What follows belongs to an exercise in optimizing a design on an open flow for small area and a short achievable clock period; a production flow would make more cautious choices. Function was not checked in any run shown here: the RTL went through the layout flow alone. No activity file was given, so power comes from the tool's default toggle rates.

==> design/flow/design.v <==
module ALU #(parameter Data_Width = 8) (
	input wire [Data_Width-1:0]     A, B,
	input wire [3:0]                ALU_FUN,
	input wire                      CLK, RST,
	input wire                      Enable,
	output reg [(2*Data_Width)-1:0] alu_out,
	output reg                      out_valid
);
	genvar i;
	wire       sub = ALU_FUN[0] | ALU_FUN[3];
	wire [7:0] bx  = B ^ {8{sub}};
	wire [7:0] as;
	wire fs1;
	wire fc2;
	alu_fa u_fa3 (.a(A[0]), .b(bx[0]), .c(sub), .s(fs1), .co(fc2));
	assign as[0] = fs1;
	wire fs4;
	wire fc5;
	alu_fa u_fa6 (.a(A[1]), .b(bx[1]), .c(fc2), .s(fs4), .co(fc5));
	assign as[1] = fs4;
	wire fs7;
	wire fc8;
	alu_fa u_fa9 (.a(A[2]), .b(bx[2]), .c(fc5), .s(fs7), .co(fc8));
	assign as[2] = fs7;
	wire fs10;
	wire fc11;
	alu_fa u_fa12 (.a(A[3]), .b(bx[3]), .c(fc8), .s(fs10), .co(fc11));
	assign as[3] = fs10;
	wire fs13;
	wire fc14;
	alu_fa u_fa15 (.a(A[4]), .b(bx[4]), .c(fc11), .s(fs13), .co(fc14));
	assign as[4] = fs13;
	wire fs16;
	wire fc17;
	alu_fa u_fa18 (.a(A[5]), .b(bx[5]), .c(fc14), .s(fs16), .co(fc17));
	assign as[5] = fs16;
	wire fs19;
	wire fc20;
	alu_fa u_fa21 (.a(A[6]), .b(bx[6]), .c(fc17), .s(fs19), .co(fc20));
	assign as[6] = fs19;
	wire fs22;
	wire fc23;
	alu_fa u_fa24 (.a(A[7]), .b(bx[7]), .c(fc20), .s(fs22), .co(fc23));
	assign as[7] = fs22;
	wire geq = fc23;           
	wire eq  = ~|as;          
	wire [15:0] prod;
	wire pp0_0 = A[0] & B[0];
	wire pp0_1 = A[1] & B[0];
	wire pp0_2 = A[2] & B[0];
	wire pp0_3 = A[3] & B[0];
	wire pp0_4 = A[4] & B[0];
	wire pp0_5 = A[5] & B[0];
	wire pp0_6 = A[6] & B[0];
	wire pp0_7 = A[7] & B[0];
	wire pp1_0 = A[0] & B[1];
	wire pp1_1 = A[1] & B[1];
	wire pp1_2 = A[2] & B[1];
	wire pp1_3 = A[3] & B[1];
	wire pp1_4 = A[4] & B[1];
	wire pp1_5 = A[5] & B[1];
	wire pp1_6 = A[6] & B[1];
	wire pp1_7 = A[7] & B[1];
	wire pp2_0 = A[0] & B[2];
	wire pp2_1 = A[1] & B[2];
	wire pp2_2 = A[2] & B[2];
	wire pp2_3 = A[3] & B[2];
	wire pp2_4 = A[4] & B[2];
	wire pp2_5 = A[5] & B[2];
	wire pp2_6 = A[6] & B[2];
	wire pp2_7 = A[7] & B[2];
	wire pp3_0 = A[0] & B[3];
	wire pp3_1 = A[1] & B[3];
	wire pp3_2 = A[2] & B[3];
	wire pp3_3 = A[3] & B[3];
	wire pp3_4 = A[4] & B[3];
	wire pp3_5 = A[5] & B[3];
	wire pp3_6 = A[6] & B[3];
	wire pp3_7 = A[7] & B[3];
	wire pp4_0 = A[0] & B[4];
	wire pp4_1 = A[1] & B[4];
	wire pp4_2 = A[2] & B[4];
	wire pp4_3 = A[3] & B[4];
	wire pp4_4 = A[4] & B[4];
	wire pp4_5 = A[5] & B[4];
	wire pp4_6 = A[6] & B[4];
	wire pp4_7 = A[7] & B[4];
	wire pp5_0 = A[0] & B[5];
	wire pp5_1 = A[1] & B[5];
	wire pp5_2 = A[2] & B[5];
	wire pp5_3 = A[3] & B[5];
	wire pp5_4 = A[4] & B[5];
	wire pp5_5 = A[5] & B[5];
	wire pp5_6 = A[6] & B[5];
	wire pp5_7 = A[7] & B[5];
	wire pp6_0 = A[0] & B[6];
	wire pp6_1 = A[1] & B[6];
	wire pp6_2 = A[2] & B[6];
	wire pp6_3 = A[3] & B[6];
	wire pp6_4 = A[4] & B[6];
	wire pp6_5 = A[5] & B[6];
	wire pp6_6 = A[6] & B[6];
	wire pp6_7 = A[7] & B[6];
	wire pp7_0 = A[0] & B[7];
	wire pp7_1 = A[1] & B[7];
	wire pp7_2 = A[2] & B[7];
	wire pp7_3 = A[3] & B[7];
	wire pp7_4 = A[4] & B[7];
	wire pp7_5 = A[5] & B[7];
	wire pp7_6 = A[6] & B[7];
	wire pp7_7 = A[7] & B[7];
	wire hs25;
	wire hc26;
	alu_ha u_ha27 (.a(pp0_6), .b(pp1_5), .s(hs25), .co(hc26));
	wire fs28;
	wire fc29;
	alu_fa u_fa30 (.a(pp0_7), .b(pp1_6), .c(pp2_5), .s(fs28), .co(fc29));
	wire hs31;
	wire hc32;
	alu_ha u_ha33 (.a(pp3_4), .b(pp4_3), .s(hs31), .co(hc32));
	wire fs34;
	wire fc35;
	alu_fa u_fa36 (.a(pp1_7), .b(pp2_6), .c(pp3_5), .s(fs34), .co(fc35));
	wire hs37;
	wire hc38;
	alu_ha u_ha39 (.a(pp4_4), .b(pp5_3), .s(hs37), .co(hc38));
	wire fs40;
	wire fc41;
	alu_fa u_fa42 (.a(pp2_7), .b(pp3_6), .c(pp4_5), .s(fs40), .co(fc41));
	wire hs43;
	wire hc44;
	alu_ha u_ha45 (.a(pp0_4), .b(pp1_3), .s(hs43), .co(hc44));
	wire fs46;
	wire fc47;
	alu_fa u_fa48 (.a(pp0_5), .b(pp1_4), .c(pp2_3), .s(fs46), .co(fc47));
	wire hs49;
	wire hc50;
	alu_ha u_ha51 (.a(pp3_2), .b(pp4_1), .s(hs49), .co(hc50));
	wire fs52;
	wire fc53;
	alu_fa u_fa54 (.a(hs25), .b(pp2_4), .c(pp3_3), .s(fs52), .co(fc53));
	wire fs55;
	wire fc56;
	alu_fa u_fa57 (.a(pp4_2), .b(pp5_1), .c(pp6_0), .s(fs55), .co(fc56));
	wire fs58;
	wire fc59;
	alu_fa u_fa60 (.a(hc26), .b(fs28), .c(hs31), .s(fs58), .co(fc59));
	wire fs61;
	wire fc62;
	alu_fa u_fa63 (.a(pp5_2), .b(pp6_1), .c(pp7_0), .s(fs61), .co(fc62));
	wire fs64;
	wire fc65;
	alu_fa u_fa66 (.a(fc29), .b(hc32), .c(fs34), .s(fs64), .co(fc65));
	wire fs67;
	wire fc68;
	alu_fa u_fa69 (.a(hs37), .b(pp6_2), .c(pp7_1), .s(fs67), .co(fc68));
	wire fs70;
	wire fc71;
	alu_fa u_fa72 (.a(fc35), .b(hc38), .c(fs40), .s(fs70), .co(fc71));
	wire fs73;
	wire fc74;
	alu_fa u_fa75 (.a(pp5_4), .b(pp6_3), .c(pp7_2), .s(fs73), .co(fc74));
	wire fs76;
	wire fc77;
	alu_fa u_fa78 (.a(fc41), .b(pp3_7), .c(pp4_6), .s(fs76), .co(fc77));
	wire fs79;
	wire fc80;
	alu_fa u_fa81 (.a(pp5_5), .b(pp6_4), .c(pp7_3), .s(fs79), .co(fc80));
	wire fs82;
	wire fc83;
	alu_fa u_fa84 (.a(pp4_7), .b(pp5_6), .c(pp6_5), .s(fs82), .co(fc83));
	wire hs85;
	wire hc86;
	alu_ha u_ha87 (.a(pp0_3), .b(pp1_2), .s(hs85), .co(hc86));
	wire fs88;
	wire fc89;
	alu_fa u_fa90 (.a(hs43), .b(pp2_2), .c(pp3_1), .s(fs88), .co(fc89));
	wire fs91;
	wire fc92;
	alu_fa u_fa93 (.a(hc44), .b(fs46), .c(hs49), .s(fs91), .co(fc92));
	wire fs94;
	wire fc95;
	alu_fa u_fa96 (.a(fc47), .b(hc50), .c(fs52), .s(fs94), .co(fc95));
	wire fs97;
	wire fc98;
	alu_fa u_fa99 (.a(fc53), .b(fc56), .c(fs58), .s(fs97), .co(fc98));
	wire fs100;
	wire fc101;
	alu_fa u_fa102 (.a(fc59), .b(fc62), .c(fs64), .s(fs100), .co(fc101));
	wire fs103;
	wire fc104;
	alu_fa u_fa105 (.a(fc65), .b(fc68), .c(fs70), .s(fs103), .co(fc104));
	wire fs106;
	wire fc107;
	alu_fa u_fa108 (.a(fc71), .b(fc74), .c(fs76), .s(fs106), .co(fc107));
	wire fs109;
	wire fc110;
	alu_fa u_fa111 (.a(fc77), .b(fc80), .c(fs82), .s(fs109), .co(fc110));
	wire fs112;
	wire fc113;
	alu_fa u_fa114 (.a(fc83), .b(pp5_7), .c(pp6_6), .s(fs112), .co(fc113));
	wire hs115;
	wire hc116;
	alu_ha u_ha117 (.a(pp0_2), .b(pp1_1), .s(hs115), .co(hc116));
	wire fs118;
	wire fc119;
	alu_fa u_fa120 (.a(hs85), .b(pp2_1), .c(pp3_0), .s(fs118), .co(fc119));
	wire fs121;
	wire fc122;
	alu_fa u_fa123 (.a(hc86), .b(fs88), .c(pp4_0), .s(fs121), .co(fc122));
	wire fs124;
	wire fc125;
	alu_fa u_fa126 (.a(fc89), .b(fs91), .c(pp5_0), .s(fs124), .co(fc125));
	wire fs127;
	wire fc128;
	alu_fa u_fa129 (.a(fc92), .b(fs94), .c(fs55), .s(fs127), .co(fc128));
	wire fs130;
	wire fc131;
	alu_fa u_fa132 (.a(fc95), .b(fs97), .c(fs61), .s(fs130), .co(fc131));
	wire fs133;
	wire fc134;
	alu_fa u_fa135 (.a(fc98), .b(fs100), .c(fs67), .s(fs133), .co(fc134));
	wire fs136;
	wire fc137;
	alu_fa u_fa138 (.a(fc101), .b(fs103), .c(fs73), .s(fs136), .co(fc137));
	wire fs139;
	wire fc140;
	alu_fa u_fa141 (.a(fc104), .b(fs106), .c(fs79), .s(fs139), .co(fc140));
	wire fs142;
	wire fc143;
	alu_fa u_fa144 (.a(fc107), .b(fs109), .c(pp7_4), .s(fs142), .co(fc143));
	wire fs145;
	wire fc146;
	alu_fa u_fa147 (.a(fc110), .b(fs112), .c(pp7_5), .s(fs145), .co(fc146));
	wire fs148;
	wire fc149;
	alu_fa u_fa150 (.a(fc113), .b(pp6_7), .c(pp7_6), .s(fs148), .co(fc149));
	assign prod[0] = pp0_0;
	wire hs151;
	wire hc152;
	alu_ha u_ha153 (.a(pp0_1), .b(pp1_0), .s(hs151), .co(hc152));
	assign prod[1] = hs151;
	wire fs154;
	wire fc155;
	alu_fa u_fa156 (.a(hs115), .b(pp2_0), .c(hc152), .s(fs154), .co(fc155));
	assign prod[2] = fs154;
	wire fs157;
	wire fc158;
	alu_fa u_fa159 (.a(hc116), .b(fs118), .c(fc155), .s(fs157), .co(fc158));
	assign prod[3] = fs157;
	wire fs160;
	wire fc161;
	alu_fa u_fa162 (.a(fc119), .b(fs121), .c(fc158), .s(fs160), .co(fc161));
	assign prod[4] = fs160;
	wire fs163;
	wire fc164;
	alu_fa u_fa165 (.a(fc122), .b(fs124), .c(fc161), .s(fs163), .co(fc164));
	assign prod[5] = fs163;
	wire fs166;
	wire fc167;
	alu_fa u_fa168 (.a(fc125), .b(fs127), .c(fc164), .s(fs166), .co(fc167));
	assign prod[6] = fs166;
	wire fs169;
	wire fc170;
	alu_fa u_fa171 (.a(fc128), .b(fs130), .c(fc167), .s(fs169), .co(fc170));
	assign prod[7] = fs169;
	wire fs172;
	wire fc173;
	alu_fa u_fa174 (.a(fc131), .b(fs133), .c(fc170), .s(fs172), .co(fc173));
	assign prod[8] = fs172;
	wire fs175;
	wire fc176;
	alu_fa u_fa177 (.a(fc134), .b(fs136), .c(fc173), .s(fs175), .co(fc176));
	assign prod[9] = fs175;
	wire fs178;
	wire fc179;
	alu_fa u_fa180 (.a(fc137), .b(fs139), .c(fc176), .s(fs178), .co(fc179));
	assign prod[10] = fs178;
	wire fs181;
	wire fc182;
	alu_fa u_fa183 (.a(fc140), .b(fs142), .c(fc179), .s(fs181), .co(fc182));
	assign prod[11] = fs181;
	wire fs184;
	wire fc185;
	alu_fa u_fa186 (.a(fc143), .b(fs145), .c(fc182), .s(fs184), .co(fc185));
	assign prod[12] = fs184;
	wire fs187;
	wire fc188;
	alu_fa u_fa189 (.a(fc146), .b(fs148), .c(fc185), .s(fs187), .co(fc188));
	assign prod[13] = fs187;
	wire fs190;
	wire fc191;
	alu_fa u_fa192 (.a(fc149), .b(pp7_7), .c(fc188), .s(fs190), .co(fc191));
	assign prod[14] = fs190;
	assign prod[15] = fc191;
	wire [8:0] bz;
	assign bz[8] = 1'b1;
	assign bz[7] = bz[8] & ~B[7];
	assign bz[6] = bz[7] & ~B[6];
	assign bz[5] = bz[6] & ~B[5];
	assign bz[4] = bz[5] & ~B[4];
	assign bz[3] = bz[4] & ~B[3];
	assign bz[2] = bz[3] & ~B[2];
	assign bz[1] = bz[2] & ~B[1];
	assign bz[0] = bz[1] & ~B[0];
	wire [7:0] nb = ~B;
	wire [7:0] q;
	wire r7_0;
	assign q[7] = bz[1] & (A[7] | nb[0]);
	assign r7_0 = A[7] & ~q[7];
	wire rc193;
	assign rc193 = A[6] | nb[0];
	wire e194;
	wire e195;
	wire e196;
	assign e194 = nb[1] & rc193;
	assign e195 = nb[1] | rc193;
	assign e196 = nb[1] ^ rc193;
	wire nbz197;
	assign nbz197 = ~bz[2];
	wire qy198;
	wire e199;
	wire e200;
	assign e199 = e194 & bz[2];
	assign e200 = e195 & bz[2];
	alu_aoi u_aoi201 (.a1(r7_0), .a2(e200), .b1(e199), .y(qy198));
	wire es202;
	alu_xor u_xo203 (.a(r7_0), .b(e196), .y(es202));
	assign q[6] = ~qy198;
	wire r6_204;
	wire u205;
	wire u206;
	assign u205 = A[6] ^ B[0];
	assign u206 = A[6];
	alu_muxi u_mx207 (.s(qy198), .a1(u206), .a0(u205), .y(r6_204));
	wire r6_208;
	alu_muxi u_mx209 (.s(qy198), .a1(r7_0), .a0(es202), .y(r6_208));
	wire rc210;
	assign rc210 = ~A[5] & B[0];
	wire e211;
	wire e212;
	wire e213;
	assign e211 = B[1] & rc210;
	assign e212 = B[1] | rc210;
	assign e213 = B[1] ^ rc210;
	wire nbz214;
	assign nbz214 = ~bz[3];
	wire cn215;
	alu_aoi u_aoi216 (.a1(r6_204), .a2(e212), .b1(e211), .y(cn215));
	wire es217;
	alu_xor u_xo218 (.a(r6_204), .b(e213), .y(es217));
	wire qy219;
	wire ls220;
	wire ox221;
	wire oh222;
	alu_xor u_xo223 (.a(r6_208), .b(B[2]), .y(ox221));
	alu_nor u_no224 (.a(r6_208), .b(B[2]), .y(oh222));
	alu_xnor u_xn225 (.a(ox221), .b(cn215), .y(ls220));
	wire qx226;
	wire qg227;
	alu_and2 u_qa228 (.a(cn215), .b(bz[3]), .y(qx226));
	alu_and2 u_qa229 (.a(oh222), .b(bz[3]), .y(qg227));
	alu_aoi u_aoi230 (.a1(ox221), .a2(qx226), .b1(qg227), .y(qy219));
	assign q[5] = ~qy219;
	wire r5_231;
	wire u232;
	wire u233;
	assign u232 = ~(A[5] ^ B[0]);
	assign u233 = ~A[5];
	alu_muxi u_mx234 (.s(qy219), .a1(u233), .a0(u232), .y(r5_231));
	wire r5_235;
	alu_muxi u_mx236 (.s(qy219), .a1(r6_204), .a0(es217), .y(r5_235));
	wire r5_237;
	alu_muxi u_mx238 (.s(qy219), .a1(r6_208), .a0(ls220), .y(r5_237));
	wire rc239;
	assign rc239 = A[4] | nb[0];
	wire e240;
	wire e241;
	wire e242;
	assign e240 = nb[1] & rc239;
	assign e241 = nb[1] | rc239;
	assign e242 = nb[1] ^ rc239;
	wire nbz243;
	assign nbz243 = ~bz[4];
	wire cn244;
	alu_aoi u_aoi245 (.a1(r5_231), .a2(e241), .b1(e240), .y(cn244));
	wire es246;
	alu_xor u_xo247 (.a(r5_231), .b(e242), .y(es246));
	wire ox248;
	wire oh249;
	alu_xor u_xo250 (.a(r5_235), .b(nb[2]), .y(ox248));
	alu_nor u_no251 (.a(r5_235), .b(nb[2]), .y(oh249));
	wire oc252;
	alu_aoi u_aoi253 (.a1(ox248), .a2(cn244), .b1(oh249), .y(oc252));
	wire os254;
	alu_xnor u_xn255 (.a(ox248), .b(cn244), .y(os254));
	wire qy256;
	wire ls257;
	wire hs258;
	wire hc259;
	alu_ha u_ha260 (.a(r5_237), .b(nb[3]), .s(hs258), .co(hc259));
	alu_xor u_xo261 (.a(hs258), .b(oc252), .y(ls257));
	wire qx262;
	wire qg263;
	alu_and2 u_qa264 (.a(hs258), .b(bz[4]), .y(qx262));
	alu_and2 u_qa265 (.a(hc259), .b(bz[4]), .y(qg263));
	alu_aoi u_aoi266 (.a1(qx262), .a2(oc252), .b1(qg263), .y(qy256));
	assign q[4] = ~qy256;
	wire r4_267;
	wire u268;
	wire u269;
	assign u268 = A[4] ^ B[0];
	assign u269 = A[4];
	alu_muxi u_mx270 (.s(qy256), .a1(u269), .a0(u268), .y(r4_267));
	wire r4_271;
	alu_muxi u_mx272 (.s(qy256), .a1(r5_231), .a0(es246), .y(r4_271));
	wire r4_273;
	alu_muxi u_mx274 (.s(qy256), .a1(r5_235), .a0(os254), .y(r4_273));
	wire r4_275;
	alu_muxi u_mx276 (.s(qy256), .a1(r5_237), .a0(ls257), .y(r4_275));
	wire rc277;
	assign rc277 = ~A[3] & B[0];
	wire e278;
	wire e279;
	wire e280;
	assign e278 = B[1] & rc277;
	assign e279 = B[1] | rc277;
	assign e280 = B[1] ^ rc277;
	wire nbz281;
	assign nbz281 = ~bz[5];
	wire cn282;
	alu_aoi u_aoi283 (.a1(r4_267), .a2(e279), .b1(e278), .y(cn282));
	wire es284;
	alu_xor u_xo285 (.a(r4_267), .b(e280), .y(es284));
	wire ox286;
	wire oh287;
	alu_xor u_xo288 (.a(r4_271), .b(B[2]), .y(ox286));
	alu_nor u_no289 (.a(r4_271), .b(B[2]), .y(oh287));
	wire oc290;
	alu_aoi u_aoi291 (.a1(ox286), .a2(cn282), .b1(oh287), .y(oc290));
	wire os292;
	alu_xnor u_xn293 (.a(ox286), .b(cn282), .y(os292));
	wire hs294;
	wire hc295;
	alu_ha u_ha296 (.a(r4_273), .b(B[3]), .s(hs294), .co(hc295));
	wire cn297;
	alu_aoi u_aoi298 (.a1(hs294), .a2(oc290), .b1(hc295), .y(cn297));
	wire es299;
	alu_xor u_xo300 (.a(hs294), .b(oc290), .y(es299));
	wire qy301;
	wire ls302;
	wire ox303;
	wire oh304;
	alu_xor u_xo305 (.a(r4_275), .b(B[4]), .y(ox303));
	alu_nor u_no306 (.a(r4_275), .b(B[4]), .y(oh304));
	alu_xnor u_xn307 (.a(ox303), .b(cn297), .y(ls302));
	wire qx308;
	wire qg309;
	alu_and2 u_qa310 (.a(ox303), .b(bz[5]), .y(qx308));
	alu_and2 u_qa311 (.a(oh304), .b(bz[5]), .y(qg309));
	alu_aoi u_aoi312 (.a1(qx308), .a2(cn297), .b1(qg309), .y(qy301));
	assign q[3] = ~qy301;
	wire r3_313;
	wire u314;
	wire u315;
	assign u314 = ~(A[3] ^ B[0]);
	assign u315 = ~A[3];
	alu_muxi u_mx316 (.s(qy301), .a1(u315), .a0(u314), .y(r3_313));
	wire r3_317;
	alu_muxi u_mx318 (.s(qy301), .a1(r4_267), .a0(es284), .y(r3_317));
	wire r3_319;
	alu_muxi u_mx320 (.s(qy301), .a1(r4_271), .a0(os292), .y(r3_319));
	wire r3_321;
	alu_muxi u_mx322 (.s(qy301), .a1(r4_273), .a0(es299), .y(r3_321));
	wire r3_323;
	alu_muxi u_mx324 (.s(qy301), .a1(r4_275), .a0(ls302), .y(r3_323));
	wire rc325;
	assign rc325 = A[2] | nb[0];
	wire e326;
	wire e327;
	wire e328;
	assign e326 = nb[1] & rc325;
	assign e327 = nb[1] | rc325;
	assign e328 = nb[1] ^ rc325;
	wire nbz329;
	assign nbz329 = ~bz[6];
	wire cn330;
	alu_aoi u_aoi331 (.a1(r3_313), .a2(e327), .b1(e326), .y(cn330));
	wire es332;
	alu_xor u_xo333 (.a(r3_313), .b(e328), .y(es332));
	wire ox334;
	wire oh335;
	alu_xor u_xo336 (.a(r3_317), .b(nb[2]), .y(ox334));
	alu_nor u_no337 (.a(r3_317), .b(nb[2]), .y(oh335));
	wire oc338;
	alu_aoi u_aoi339 (.a1(ox334), .a2(cn330), .b1(oh335), .y(oc338));
	wire os340;
	alu_xnor u_xn341 (.a(ox334), .b(cn330), .y(os340));
	wire hs342;
	wire hc343;
	alu_ha u_ha344 (.a(r3_319), .b(nb[3]), .s(hs342), .co(hc343));
	wire cn345;
	alu_aoi u_aoi346 (.a1(hs342), .a2(oc338), .b1(hc343), .y(cn345));
	wire es347;
	alu_xor u_xo348 (.a(hs342), .b(oc338), .y(es347));
	wire ox349;
	wire oh350;
	alu_xor u_xo351 (.a(r3_321), .b(nb[4]), .y(ox349));
	alu_nor u_no352 (.a(r3_321), .b(nb[4]), .y(oh350));
	wire oc353;
	alu_aoi u_aoi354 (.a1(ox349), .a2(cn345), .b1(oh350), .y(oc353));
	wire os355;
	alu_xnor u_xn356 (.a(ox349), .b(cn345), .y(os355));
	wire qy357;
	wire ls358;
	wire hs359;
	wire hc360;
	alu_ha u_ha361 (.a(r3_323), .b(nb[5]), .s(hs359), .co(hc360));
	alu_xor u_xo362 (.a(hs359), .b(oc353), .y(ls358));
	wire qx363;
	wire qg364;
	alu_and2 u_qa365 (.a(hs359), .b(bz[6]), .y(qx363));
	alu_and2 u_qa366 (.a(hc360), .b(bz[6]), .y(qg364));
	alu_aoi u_aoi367 (.a1(qx363), .a2(oc353), .b1(qg364), .y(qy357));
	assign q[2] = ~qy357;
	wire r2_368;
	wire u369;
	wire u370;
	assign u369 = A[2] ^ B[0];
	assign u370 = A[2];
	alu_muxi u_mx371 (.s(qy357), .a1(u370), .a0(u369), .y(r2_368));
	wire r2_372;
	alu_muxi u_mx373 (.s(qy357), .a1(r3_313), .a0(es332), .y(r2_372));
	wire r2_374;
	alu_muxi u_mx375 (.s(qy357), .a1(r3_317), .a0(os340), .y(r2_374));
	wire r2_376;
	alu_muxi u_mx377 (.s(qy357), .a1(r3_319), .a0(es347), .y(r2_376));
	wire r2_378;
	alu_muxi u_mx379 (.s(qy357), .a1(r3_321), .a0(os355), .y(r2_378));
	wire r2_380;
	alu_muxi u_mx381 (.s(qy357), .a1(r3_323), .a0(ls358), .y(r2_380));
	wire rc382;
	assign rc382 = ~A[1] & B[0];
	wire e383;
	wire e384;
	wire e385;
	assign e383 = B[1] & rc382;
	assign e384 = B[1] | rc382;
	assign e385 = B[1] ^ rc382;
	wire nbz386;
	assign nbz386 = ~bz[7];
	wire cn387;
	alu_aoi u_aoi388 (.a1(r2_368), .a2(e384), .b1(e383), .y(cn387));
	wire es389;
	alu_xor u_xo390 (.a(r2_368), .b(e385), .y(es389));
	wire ox391;
	wire oh392;
	alu_xor u_xo393 (.a(r2_372), .b(B[2]), .y(ox391));
	alu_nor u_no394 (.a(r2_372), .b(B[2]), .y(oh392));
	wire oc395;
	alu_aoi u_aoi396 (.a1(ox391), .a2(cn387), .b1(oh392), .y(oc395));
	wire os397;
	alu_xnor u_xn398 (.a(ox391), .b(cn387), .y(os397));
	wire hs399;
	wire hc400;
	alu_ha u_ha401 (.a(r2_374), .b(B[3]), .s(hs399), .co(hc400));
	wire cn402;
	alu_aoi u_aoi403 (.a1(hs399), .a2(oc395), .b1(hc400), .y(cn402));
	wire es404;
	alu_xor u_xo405 (.a(hs399), .b(oc395), .y(es404));
	wire ox406;
	wire oh407;
	alu_xor u_xo408 (.a(r2_376), .b(B[4]), .y(ox406));
	alu_nor u_no409 (.a(r2_376), .b(B[4]), .y(oh407));
	wire oc410;
	alu_aoi u_aoi411 (.a1(ox406), .a2(cn402), .b1(oh407), .y(oc410));
	wire os412;
	alu_xnor u_xn413 (.a(ox406), .b(cn402), .y(os412));
	wire hs414;
	wire hc415;
	alu_ha u_ha416 (.a(r2_378), .b(B[5]), .s(hs414), .co(hc415));
	wire cn417;
	alu_aoi u_aoi418 (.a1(hs414), .a2(oc410), .b1(hc415), .y(cn417));
	wire es419;
	alu_xor u_xo420 (.a(hs414), .b(oc410), .y(es419));
	wire qy421;
	wire ls422;
	wire ox423;
	wire oh424;
	alu_xor u_xo425 (.a(r2_380), .b(B[6]), .y(ox423));
	alu_nor u_no426 (.a(r2_380), .b(B[6]), .y(oh424));
	alu_xnor u_xn427 (.a(ox423), .b(cn417), .y(ls422));
	wire qx428;
	wire qg429;
	alu_and2 u_qa430 (.a(ox423), .b(bz[7]), .y(qx428));
	alu_and2 u_qa431 (.a(oh424), .b(bz[7]), .y(qg429));
	alu_aoi u_aoi432 (.a1(qx428), .a2(cn417), .b1(qg429), .y(qy421));
	assign q[1] = ~qy421;
	wire r1_433;
	wire u434;
	wire u435;
	assign u434 = ~(A[1] ^ B[0]);
	assign u435 = ~A[1];
	alu_muxi u_mx436 (.s(qy421), .a1(u435), .a0(u434), .y(r1_433));
	wire r1_437;
	alu_muxi u_mx438 (.s(qy421), .a1(r2_368), .a0(es389), .y(r1_437));
	wire r1_439;
	alu_muxi u_mx440 (.s(qy421), .a1(r2_372), .a0(os397), .y(r1_439));
	wire r1_441;
	alu_muxi u_mx442 (.s(qy421), .a1(r2_374), .a0(es404), .y(r1_441));
	wire r1_443;
	alu_muxi u_mx444 (.s(qy421), .a1(r2_376), .a0(os412), .y(r1_443));
	wire r1_445;
	alu_muxi u_mx446 (.s(qy421), .a1(r2_378), .a0(es419), .y(r1_445));
	wire r1_447;
	alu_muxi u_mx448 (.s(qy421), .a1(r2_380), .a0(ls422), .y(r1_447));
	wire rc449;
	assign rc449 = A[0] | nb[0];
	wire e450;
	wire e451;
	wire e452;
	assign e450 = nb[1] & rc449;
	assign e451 = nb[1] | rc449;
	assign e452 = nb[1] ^ rc449;
	wire cn453;
	alu_aoi u_aoi454 (.a1(r1_433), .a2(e451), .b1(e450), .y(cn453));
	wire ox455;
	wire oh456;
	alu_xor u_xo457 (.a(r1_437), .b(nb[2]), .y(ox455));
	alu_nor u_no458 (.a(r1_437), .b(nb[2]), .y(oh456));
	wire oc459;
	alu_aoi u_aoi460 (.a1(ox455), .a2(cn453), .b1(oh456), .y(oc459));
	wire hs461;
	wire hc462;
	alu_ha u_ha463 (.a(r1_439), .b(nb[3]), .s(hs461), .co(hc462));
	wire cn464;
	alu_aoi u_aoi465 (.a1(hs461), .a2(oc459), .b1(hc462), .y(cn464));
	wire ox466;
	wire oh467;
	alu_xor u_xo468 (.a(r1_441), .b(nb[4]), .y(ox466));
	alu_nor u_no469 (.a(r1_441), .b(nb[4]), .y(oh467));
	wire oc470;
	alu_aoi u_aoi471 (.a1(ox466), .a2(cn464), .b1(oh467), .y(oc470));
	wire hs472;
	wire hc473;
	alu_ha u_ha474 (.a(r1_443), .b(nb[5]), .s(hs472), .co(hc473));
	wire cn475;
	alu_aoi u_aoi476 (.a1(hs472), .a2(oc470), .b1(hc473), .y(cn475));
	wire ox477;
	wire oh478;
	alu_xor u_xo479 (.a(r1_445), .b(nb[6]), .y(ox477));
	alu_nor u_no480 (.a(r1_445), .b(nb[6]), .y(oh478));
	wire oc481;
	alu_aoi u_aoi482 (.a1(ox477), .a2(cn475), .b1(oh478), .y(oc481));
	wire hs483;
	wire hc484;
	alu_ha u_ha485 (.a(r1_447), .b(nb[7]), .s(hs483), .co(hc484));
	wire cn486;
	alu_aoi u_aoi487 (.a1(hs483), .a2(oc481), .b1(hc484), .y(cn486));
	assign q[0] = ~cn486;
	wire bnz = ~bz[0];
	wire [3:0] F = ALU_FUN;
	wire e = Enable;
	wire sADD = e & (F == 4'h0);
	wire sSUB = e & (F == 4'h1);
	wire sAS  = e & (F[3:1] == 3'b000);
	wire sMUL = e & (F == 4'h2);
	wire sDIV = e & (F == 4'h3) & bnz;
	wire sSHR = e & (F == 4'hD);
	wire sSHL = e & (F == 4'hE);
	wire sHI  = e & ((F == 4'h6) | (F == 4'h7) | (F == 4'h9));
	wire t3  = e & ((F == 4'h4) | (F == 4'h5) | (F == 4'h9));
	wire t12 = e & ((F == 4'h5) | (F == 4'h6) | (F == 4'h8));
	wire t0  = e & ((F == 4'h6) | (F == 4'h7) | (F == 4'h9));
	wire [7:0] lo;
	wire [8:0] ar = {1'b0, A};
	wire [8:0] al = {A, 1'b0};
	wire c0 = e & (((F == 4'hA) & eq) | ((F == 4'hC) & ~geq));
	wire c1 = e & (((F == 4'hB) & geq & ~eq) | ((F == 4'hC) & ~geq));
	wire [7:0] lr;
	alu_lorestx u_lr0 (.a(A[0]), .b(B[0]), .s(as[0]), .p(prod[0]), .r(ar[1]), .l(al[0]), .x(c0),
		.t3(t3), .t12(t12), .t0(t0), .sas(sAS), .smul(sMUL), .sshr(sSHR), .sshl(sSHL), .o(lr[0]));
	alu_lorestx u_lr1 (.a(A[1]), .b(B[1]), .s(as[1]), .p(prod[1]), .r(ar[2]), .l(al[1]), .x(c1),
		.t3(t3), .t12(t12), .t0(t0), .sas(sAS), .smul(sMUL), .sshr(sSHR), .sshl(sSHL), .o(lr[1]));
	generate for (i = 2; i < 8; i = i + 1) begin : g_lr
		alu_lorest u_lr (.a(A[i]), .b(B[i]), .s(as[i]), .p(prod[i]), .r(ar[i+1]), .l(al[i]),
			.t3(t3), .t12(t12), .t0(t0), .sas(sAS), .smul(sMUL), .sshr(sSHR), .sshl(sSHL), .o(lr[i]));
	end endgenerate
	generate for (i = 0; i < 8; i = i + 1) begin : g_lo
		alu_ao21 u_lo (.a1(q[i]), .a2(sDIV), .b1(lr[i]), .y(lo[i]));
	end endgenerate
	wire [7:0] hi = (prod[15:8] & {8{sMUL}}) | {8{sHI}} | {8{sSUB & ~geq}}
	              | {7'd0, (sADD & geq) | (sSHL & A[7])};
	wire [15:0] res = {hi, lo};
	wire        vld = e & (F != 4'hF);
	always @(posedge CLK or negedge RST) begin
		if (!RST) begin
			alu_out   <= 16'd0;
			out_valid <= 1'b0;
		end else begin
			alu_out   <= res;
			out_valid <= vld;
		end
	end
endmodule
module alu_fa (input wire a, b, c, output wire s, co);
	assign s  = a ^ b ^ c;
	assign co = (a & b) | (c & (a ^ b));
endmodule
module alu_ha (input wire a, b, output wire s, co);
	assign s  = a ^ b;
	assign co = a & b;
endmodule
module alu_nor (input wire a, b, output wire y);
	assign y = ~(a | b);
endmodule
module alu_aoi (input wire a1, a2, b1, output wire y);
	assign y = ~((a1 & a2) | b1);
endmodule
module alu_xor (input wire a, b, output wire y);
	assign y = a ^ b;
endmodule
module alu_xnor (input wire a, b, output wire y);
	assign y = ~(a ^ b);
endmodule
module alu_or2 (input wire a, b, output wire y);
	assign y = a | b;
endmodule
module alu_and2 (input wire a, b, output wire y);
	assign y = a & b;
endmodule
module alu_muxi (input wire s, a1, a0, output wire y);
	assign y = ~(s ? a1 : a0);
endmodule
module alu_nand (input wire a, b, output wire y);
	assign y = ~(a & b);
endmodule
module alu_nor2b (input wire a, b_n, output wire y);
	assign y = ~a & b_n;
endmodule
module alu_lorest (input wire a, b, s, p, r, l, t3, t12, t0, sas, smul, sshr, sshl,
                   output wire o);
	wire lu = b ? (a ? t3 : t12) : (a ? t12 : t0);
	assign o = lu | (s & sas) | (p & smul) | (r & sshr) | (l & sshl);
endmodule
module alu_lorestx (input wire a, b, s, p, r, l, x, t3, t12, t0, sas, smul, sshr, sshl,
                    output wire o);
	wire lu = b ? (a ? t3 : t12) : (a ? t12 : t0);
	assign o = lu | (s & sas) | (p & smul) | (r & sshr) | (l & sshl) | x;
endmodule
module alu_ao21 (input wire a1, a2, b1, output wire y);
	assign y = (a1 & a2) | b1;
endmodule
==> design/flow/flow/run.sh <==
#!/bin/bash
# Standard ORFS layout with three changes:
#  - after synthesis, every logic cell is swapped to the smallest cell of its family
#    (flow/downsize.tcl); registers keep the cells synthesis gave them
#  - the smallest buffer (buf_1) on every input and output port
#  - after placement, repair_timing with a setup margin (flow/repair.tcl) speeds up the
#    slowest paths again
set -euo pipefail
export RESULTS=$(pwd)/orfs/results/${FLOW_PLATFORM}/ALU/base
export MARGIN=$(cat flow/margin.txt)
bash standard.sh synth > standard_synth.log 2>&1
openroad -no_init -exit flow/downsize.tcl > downsize.log 2>&1
bash standard.sh BUFFER_PORTS_ARGS="-buffer_cell sky130_fd_sc_hd__buf_1" place > standard_place.log 2>&1
openroad -no_init -exit flow/repair.tcl > repair.log 2>&1
bash standard.sh BUFFER_PORTS_ARGS="-buffer_cell sky130_fd_sc_hd__buf_1" finish > standard_finish.log 2>&1
==> design/flow/flow/downsize.tcl <==
# Swap every non-register cell of the synthesized netlist to the smallest cell of its family
# (same function and pins, lowest drive strength). Timing has a wide margin at this clock
# period; the resizer's repair_design later fixes any slew or capacitance violation.
read_db $::env(RESULTS)/1_synth.odb
set db [ord::get_db]
set fam [dict create]
foreach lib [$db getLibs] {
  foreach m [$lib getMasters] {
    set n [$m getName]
    if {![regexp {^(sky130_fd_sc_hd__[a-z0-9]+)_([0-9]+)$} $n -> base sz]} { continue }
    if {[string match *lpflow* $n] || [string match *probe* $n]} { continue }
    set a [expr {[$m getWidth] * [$m getHeight]}]
    if {![dict exists $fam $base]} {
      dict set fam $base [list $m $a $sz]
    } else {
      lassign [dict get $fam $base] bm ba bsz
      if {$a < $ba || ($a == $ba && $sz > $bsz)} { dict set fam $base [list $m $a $sz] }
    }
  }
}
set swapped 0
foreach inst [[ord::get_db_block] getInsts] {
  set m [$inst getMaster]
  set n [$m getName]
  if {[$m isSequential]} { continue }
  if {![regexp {^(sky130_fd_sc_hd__[a-z0-9]+)_([0-9]+)$} $n -> base sz]} { continue }
  if {![dict exists $fam $base]} { continue }
  set best [lindex [dict get $fam $base] 0]
  if {[$best getName] ne $n} {
    if {[$inst swapMaster $best]} { incr swapped }
  }
}
puts "downsize: swapped $swapped instances"
write_db $::env(RESULTS)/1_synth.odb
==> design/flow/flow/margin.txt <==
78
==> design/flow/flow/repair.tcl <==
# Tighten the slowest paths: resize/buffer until every path has MARGIN ns of setup slack
# (or no move helps), at the design's own clock and constraints.
read_liberty $::env(FLOW_HOME)/platforms/sky130hd/lib/sky130_fd_sc_hd__tt_025C_1v80.lib
read_db $::env(RESULTS)/3_place.odb
read_sdc $::env(RESULTS)/3_place.sdc
source $::env(FLOW_HOME)/platforms/sky130hd/setRC.tcl
estimate_parasitics -placement
report_wns
report_design_area
repair_timing -setup -setup_margin $::env(MARGIN) -skip_last_gasp -sequence sizeup,swap
report_wns
report_design_area
detailed_place
check_placement
write_db $::env(RESULTS)/3_place.odb
==> design/flow/standard.sh <==
#!/bin/bash
# synth_recipe.tcl (not shown) runs the flow's synth.tcl, then flattens the netlist and writes it again
# the make line also repeats each setting of config.mk as NAME=value (left out here)
make -C /OpenROAD-flow-scripts/flow DESIGN_CONFIG=/design/flow/config.mk WORK_HOME=/design/flow/orfs CLKGATE_MAP_FILE= SYNTH_SCRIPT=/design/flow/synth_recipe.tcl "${@:-finish}"
==> design/flow/config.mk <==
export PLATFORM = sky130hd
export DESIGN_NAME = ALU
export DESIGN_NICKNAME = ALU
export VERILOG_FILES = /design/flow/design.v
export SDC_FILE = /design/flow/constraint.sdc
export NUM_CORES = 4
export LEC_CHECK = 0
export CAP_MARGIN = 20
export CORE_MARGIN = 2
export CORE_UTILIZATION = 40
export SLEW_MARGIN = 20
export SYNTH_HIERARCHICAL = 1
export SYNTH_MINIMUM_KEEP_SIZE = 0
==> design/flow/constraint.sdc <==
create_clock -name core_clock -period 110.0 [get_ports {CLK}]
set_input_delay 22.0000 -clock core_clock [delete_from_list [all_inputs] [get_ports {CLK}]]
set_output_delay 22.0000 -clock core_clock [all_outputs]
set_load 0.01 [all_outputs]
==> results of run 1 <==
## worst max path at each step
| stage | from | endpoint | slack (ps) |
|---|---|---|---|
| 3_3_place_gp | B[1] | alu_out[0] | 77690 |
| 4_1_cts | B[6] | alu_out[0] | 78310 |
| 2_1_floorplan | B[6] | alu_out[0] | 78970 |
| 6_report | B[6] | alu_out[0] | 78280 |
| 5_1_grt | B[6] | alu_out[0] | 77360 |
| 3_5_place_dp | B[1] | alu_out[0] | 77010 |
## critical path, delay by kind of cell
family,cells,cell delay [ps]
AOI/OAI and AO/OA,25,5470
xor gates and xnor gates,5,980
buffers and inverters,3,390
muxes,6,2200
and+or+nand+nor,4,780
## area by class of cell
cell class | count | area, um2
fillers | 1048 | 5650
multi-input cells | 397 | 3610
flip-flops and latches | 17 | 425
repair buffers | 44 | 186
well taps | 136 | 170
inverters | 39 | 146
clock buffers | 4 | 45.0
## routing by layer
metal  GRT usage [%]  wire, um  vias up
met4            4.32       194        0
met2            36.3      5250      103
met5               0         0        -
li1                -         -     1643
met3            3.00       580       21
met1            27.0      4920     1698
## sequential cells by signal, summed over array words and instances (netlist names)
register and flops:
alu_out 16, out_valid 1
## power by group through the flow
stage	Sequential, uW	Combinational [uW]	Clock (uW)
final	7.07	28.7	5.29
after global routing	7.12	33.1	5.72
after CTS	7.08	29.2	5.50
after detailed placement	7.21	29.0	0
after global placement	7.19	28.3	0
after floorplan	7.52	21.4	0
## per-stage QoR
stage               setup slack, ps  cells
floorplan                     78970    460
global placement              77690    633
detailed placement            77010    633
CTS                           78310    637
global route                  77360    637
finish                        78280    637
## placed cells by master (no fill, tap or decap), types with 4 or more instances in the layout
cell	count
sky130_fd_sc_hd__ha_1	41
sky130_fd_sc_hd__buf_4	5
sky130_fd_sc_hd__xor2_1	32
sky130_fd_sc_hd__nand4_1	9
sky130_fd_sc_hd__inv_2	33
sky130_fd_sc_hd__nor3b_1	9
sky130_fd_sc_hd__nor2_1	61
sky130_fd_sc_hd__a22oi_1	12
sky130_fd_sc_hd__fa_1	56
sky130_fd_sc_hd__a21oi_2	4
sky130_fd_sc_hd__and2_1	26
sky130_fd_sc_hd__nor2b_1	6
sky130_fd_sc_hd__a21o_1	15
sky130_fd_sc_hd__nor4_1	4
sky130_fd_sc_hd__nor3_1	5
sky130_fd_sc_hd__nand2_1	14
sky130_fd_sc_hd__dfrtp_1	17
sky130_fd_sc_hd__buf_1	37
sky130_fd_sc_hd__mux2i_1	29
sky130_fd_sc_hd__a21oi_1	26
sky130_fd_sc_hd__clkinv_1	6
sky130_fd_sc_hd__xnor2_1	17
sky130_fd_sc_hd__a31oi_1	9
==> flow_summary_export.csv, run 1 <==
group,metric,value,unit
sta,hold_ws,21700,ps
power_and_ir_drop,clock_power_share,12.9,%
drt,drt-wirelength-per-cell,17.2,um
sta,slew_viol_final,0,
sta,max_slew_headroom,24.5,%
clocking,root_buffer_master,"sky130_fd_sc_hd__clkbuf_8",
power_and_ir_drop,power.share.combinational,69.9,%
sta,setup-violations-final,0,
finish,diodes,0,
power_and_ir_drop,power.switching,19.1,uW
global_routing,global_route.overflow_total,0,
power_and_ir_drop,sequential_fraction_of_design_power,17.2,%
sta,fmax,31.5,MHz
setup_path,critPathArrivalTime,31870,ps
setup_path,path_class,"primary input to flip-flop",
yosys,postSynthAreaPerCell,9.11,um2
place,placed_cell_area,4520,um2
clocking,clkTransAtPathRegs,80,ps
sta,worst-slew-pin-transition,1120,ps
clocking,cts_hold_buffers,0,
setup_path,path_max_fanout,10,
power_and_ir_drop,power.ir.vdd_worst,0.00000498,V
floorplan,design.core.area,10200,um2
sta,report.final.hold_viol_count,0,
power_and_ir_drop,switching_share,46.4,%
place,post_detailed_placement_half_perimeter_wirelength,8490,um
drt,remaining_drc_errors,0,
sta,finalCriticalPeriod,31720,ps
setup_path,slowest_stage_cell_on_the_critical_path,"sky130_fd_sc_hd__a21oi_2",
yosys,synth_area,4180,um2
sta,period_share,28.8,%
finish,final_layout_size_suffix_gt1_share,9.58,%
drt,postRouteAntennaNets,0,
drt,num_vias,3465,
worst_hold_path,min_path_type,"primary input to async pin",
run,maxCapViolations,0,
clocking,tritoncts_num_sinks,17,
place,port_buffers,39,
place,routabilityCongestion,0.876,
floorplan,die_outline_width,106,um
setup_path,critPathRequiredTime,110160,ps
finish,nNetsFinal,622,
clocking,cts_tree,"yes",
sta,setup_repair_after_global_routing_missed_its_margin,"no",
global_routing,global_route.usage.total,20.6,%
finish,flow.area_growth_from_synthesis,9.58,%
setup_path,crit_top_cell,"sky130_fd_sc_hd__a21oi_1",
floorplan,num_rows,37,
floorplan,fp.dieH,106,um
global_routing,grt_start_max_net_pins,22,
power_and_ir_drop,powerDensity,8.97,nW/um2
clocking,ctsLongestPathBuffers,2,
floorplan,start_util,40.9,%
clocking,cts_resized,0,
setup_path,cp_slowest_stage_delay,510,ps
finish,fin_util,44.8,%
floorplan,fp.dieArea,11300,um2
global_routing,antenna_found_initial,0,
clocking,htree_levels,1,
sta,setup_tns,0,ps
setup_path,worstSetupEndpointType,"flip-flop",
run_status,outcome,"timing/DRC/antenna clean",
drt,drt-pass1-iter-count,5,
drt,vias_per_cell,5.44,
global_routing,grt_pass1_wl,18400,um
global_routing,vias_in_the_first_global_route,3669,
power_and_ir_drop,cell_internal_pwr,22.0,uW
drt,first_iter_violations,173,
power_and_ir_drop,static-leakage-power,0.00227,uW
clocking,cts.repair_timing.setup_buffer_count,0,
floorplan,io_pins,40,
power_and_ir_drop,report.power.total,41.1,uW
drt,totalWireLength,10900,um
clocking,cts_buffers,3,
yosys,postSynthCellCount,459,
yosys,ys.warnings.count,7,
setup_path,setup.worst_path.start_class,"primary input",
finish,final_design_area_no_fill,4580,um2
==> run 2: changes to the inputs <==
==> design/flow/flow/margin.txt (replaced) <==
79
==> run 2 against run 1 <==
  * Total power grew 1.9%
  * First-iteration DRC count grew 6.4%
  * Fmax grew 2.8%
  * Critical path type unchanged
  * Sequential power is essentially flat
==> flow_summary_export.csv, run 2 <==
group,metric,value,unit
power_and_ir_drop,power.ir.vdd_worst,0.00000498,V
clocking,htree_levels,1,
finish,final_design_area_no_fill,4700,um2
global_routing,vias_in_the_first_global_route,3747,
run,maxCapViolations,0,
place,dp_worst_setup_slack,77010,ps
place,port_buffers,39,
clocking,cts_buffers,3,
global_routing,antenna_found_initial,0,
global_routing,grt_start_max_net_pins,22,
floorplan,die_outline_width,106,um
yosys,postSynthAreaPerCell,9.11,um2
finish,largest_registers,"alu_out x16, out_valid x1",
clocking,cts_hold_buffers,0,
global_routing,grt_pass1_wl,18800,um
setup_path,path_max_fanout,9,
sta,slew_viol_final,0,
place,post_detailed_placement_half_perimeter_wirelength,8490,um
finish,filler_cell_count,1035,
floorplan,io_pins,40,
clocking,cts_tree,"yes",
floorplan,num_rows,37,
floorplan,fp.dieArea,11300,um2
run_status,outcome,"timing/DRC/antenna clean",
clocking,cts_resized,0,
place,routabilityCongestion,0.876,
yosys,ys.warnings.count,7,
setup_path,worstSetupEndpointType,"flip-flop",
sta,worst-slew-pin-transition,1130,ps
sta,final_critical_path_setup_slack,79150,ps
place,placed_cell_area,4520,um2
sta,period_share,28.0,%
sta,setup_repair_after_global_routing_missed_its_margin,"no",
yosys,synth_area,4180,um2
finish,mostFrequentLayoutCells,"sky130_fd_sc_hd__nor2_1, sky130_fd_sc_hd__fa_1, sky130_fd_sc_hd__ha_1",
power_and_ir_drop,power.switching,19.6,uW
drt,remaining_drc_errors,0,
floorplan,start_util,40.9,%
clocking,clkTransAtPathRegs,80,ps
finish,nNetsFinal,622,
drt,drt-pass1-iter-count,4,
worst_hold_path,min_path_type,"primary input to async pin",
power_and_ir_drop,sequential_fraction_of_design_power,16.9,%
sta,setup-violations-final,0,
setup_path,critPathRequiredTime,110160,ps
sta,finalCriticalPeriod,30850,ps
clocking,root_buffer_master,"sky130_fd_sc_hd__clkbuf_8",
floorplan,fp.dieH,106,um
drt,first_iter_violations,184,
finish,largest-register,"alu_out",
finish,diodes,0,
power_and_ir_drop,clock_power_share,12.7,%
global_routing,global_route.usage.total,21.1,%
sta,setup_tns,0,ps
finish,layout_commonest_cell,"sky130_fd_sc_hd__nor2_1",
finish,max_reg_flops,16,
finish,flow.area_growth_from_synthesis,12.4,%
finish,final_layout_size_suffix_gt1_share,12.8,%
setup_path,cp_slowest_stage_delay,470,ps
power_and_ir_drop,powerDensity,8.92,nW/um2
sta,max_slew_headroom,24.1,%
sta,fmax,32.4,MHz
drt,totalWireLength,11100,um
clocking,tritoncts_num_sinks,17,
finish,non_filler_instances,637,
power_and_ir_drop,cell_internal_pwr,22.3,uW
setup_path,crit_top_cell,"sky130_fd_sc_hd__a21oi_1",
clocking,cts.repair_timing.setup_buffer_count,0,
setup_path,slowest_stage_cell_on_the_critical_path,"sky130_fd_sc_hd__buf_1",
place,placed_cells_incl_taps,633,
power_and_ir_drop,power.share.combinational,70.4,%
setup_path,setup.worst_path.start_class,"primary input",
setup_path,critPathArrivalTime,31010,ps
sta,report.final.hold_viol_count,0,
yosys,postSynthCellCount,459,
floorplan,design.core.area,10200,um2
drt,drt-wirelength-per-cell,17.4,um
power_and_ir_drop,static-leakage-power,0.00227,uW
drt,num_vias,3438,
global_routing,global_route.overflow_total,0,
drt,postRouteAntennaNets,0,
setup_path,path_class,"primary input to flip-flop",
power_and_ir_drop,switching_share,46.8,%
clocking,ctsLongestPathBuffers,2,
drt,vias_per_cell,5.40,
==> run 2: power groups by stage <==
stage	Clock (uW)	Combinational, uW	Sequential [uW]
finish	5.31	29.5	7.06
global placement	0	28.3	7.19
CTS	5.50	30.0	7.08
global route	5.72	33.9	7.12
detailed placement	0	29.0	7.21
floorplan	0	21.4	7.52
==> run 2: worst paths after layout <==
kind                       startpoint          to  slack (ps)  cells past startpoint
worst max-delay path             A[6]  alu_out[0]       79150                     43
worst min-delay path              RST  alu_out[7]       21700                      1
max in group asynchronous         RST  alu_out[0]       87940                      1
min in group core_clock        Enable   out_valid       22120                      2
==> run 2: stage by stage <==
stage | util (%) | hold WS [ps] | power [uW]
after global placement | 44.2 | 22240 | 35.5
after detailed placement | 44.2 | 22260 | 36.2
after CTS | 45.9 | 21970 | 42.6
final | 45.9 | 21700 | 41.9
after floorplan | - | 21700 | 28.9
after global routing | 45.9 | 21740 | 46.8
==> run 2: cell type report <==
| class | count | area [um2] | share of cell area [%] |
|---|---|---|---|
| Clock buffer | 4 | 45.0 | 0.959 |
| Inverter | 39 | 146 | 3.12 |
| Multi-Input combinational cell | 397 | 3720 | 79.2 |
| Sequential cell | 17 | 425 | 9.06 |
| Tap cell | 136 | 170 | 3.62 |
| Timing Repair Buffer | 44 | 190 | 4.05 |
==> run 2: critical path, delay by kind of cell <==
kind	cells	cell delay, ps
compound gates	23	4320
xor+xnor	6	1320
fa+ha+maj	2	450
buf+inv	5	810
mux	6	1880
simple gates	1	200
==> run 2: metal layers <==
layer / track usage [%] / wire [um] / share of wire, % / vias to the layer above
li1: - / - / - / 1643
met1: 27.2 / 4970 / 45 / 1710
met2: 37.2 / 5430 / 49 / 72
met3: 3.31 / 551 / 5.0 / 13
met4: 4.70 / 141 / 1.3 / 0
met5: 0 / 0 / 0 / -

## static timing again, ports no longer ideal
The results above use ideal ports. As a check the final layouts listed here were re-extracted and re-timed, cells and wires unchanged.
Step 1, drivers: a clkbuf_16 drives CLK and a buf_2 each remaining input, both assumed.
Step 2 moves the port delays by t, midway between the first and last clock arrival at a register: inputs arrive t later, outputs are due t later. That takes back most of the time a late clock gives input paths.
a / b / c = ideal / step 1 / step 2; a / b = the first two.
| run | shift t [ns] | setup slack, ns | hold slack, ns | clock arrival spread, ns | worst data-port slew with drivers (ns) |
|---|---|---|---|---|---|
| run 1 | 0.293 | 78.283 / 78.294 / 78.001 | 21.704 / 21.695 / 21.988 | 0.005 / 0.004 | 0.04 |
| run 2 | 0.293 | 79.146 / 79.146 / 78.852 | 21.700 / 21.691 / 21.985 | 0.005 / 0.005 | 0.04 |
After both steps setup and hold are still met in every run listed. The setup slack of run 2, which loses most, moves by 0.000 ns with the drivers and by -0.294 ns with both steps.
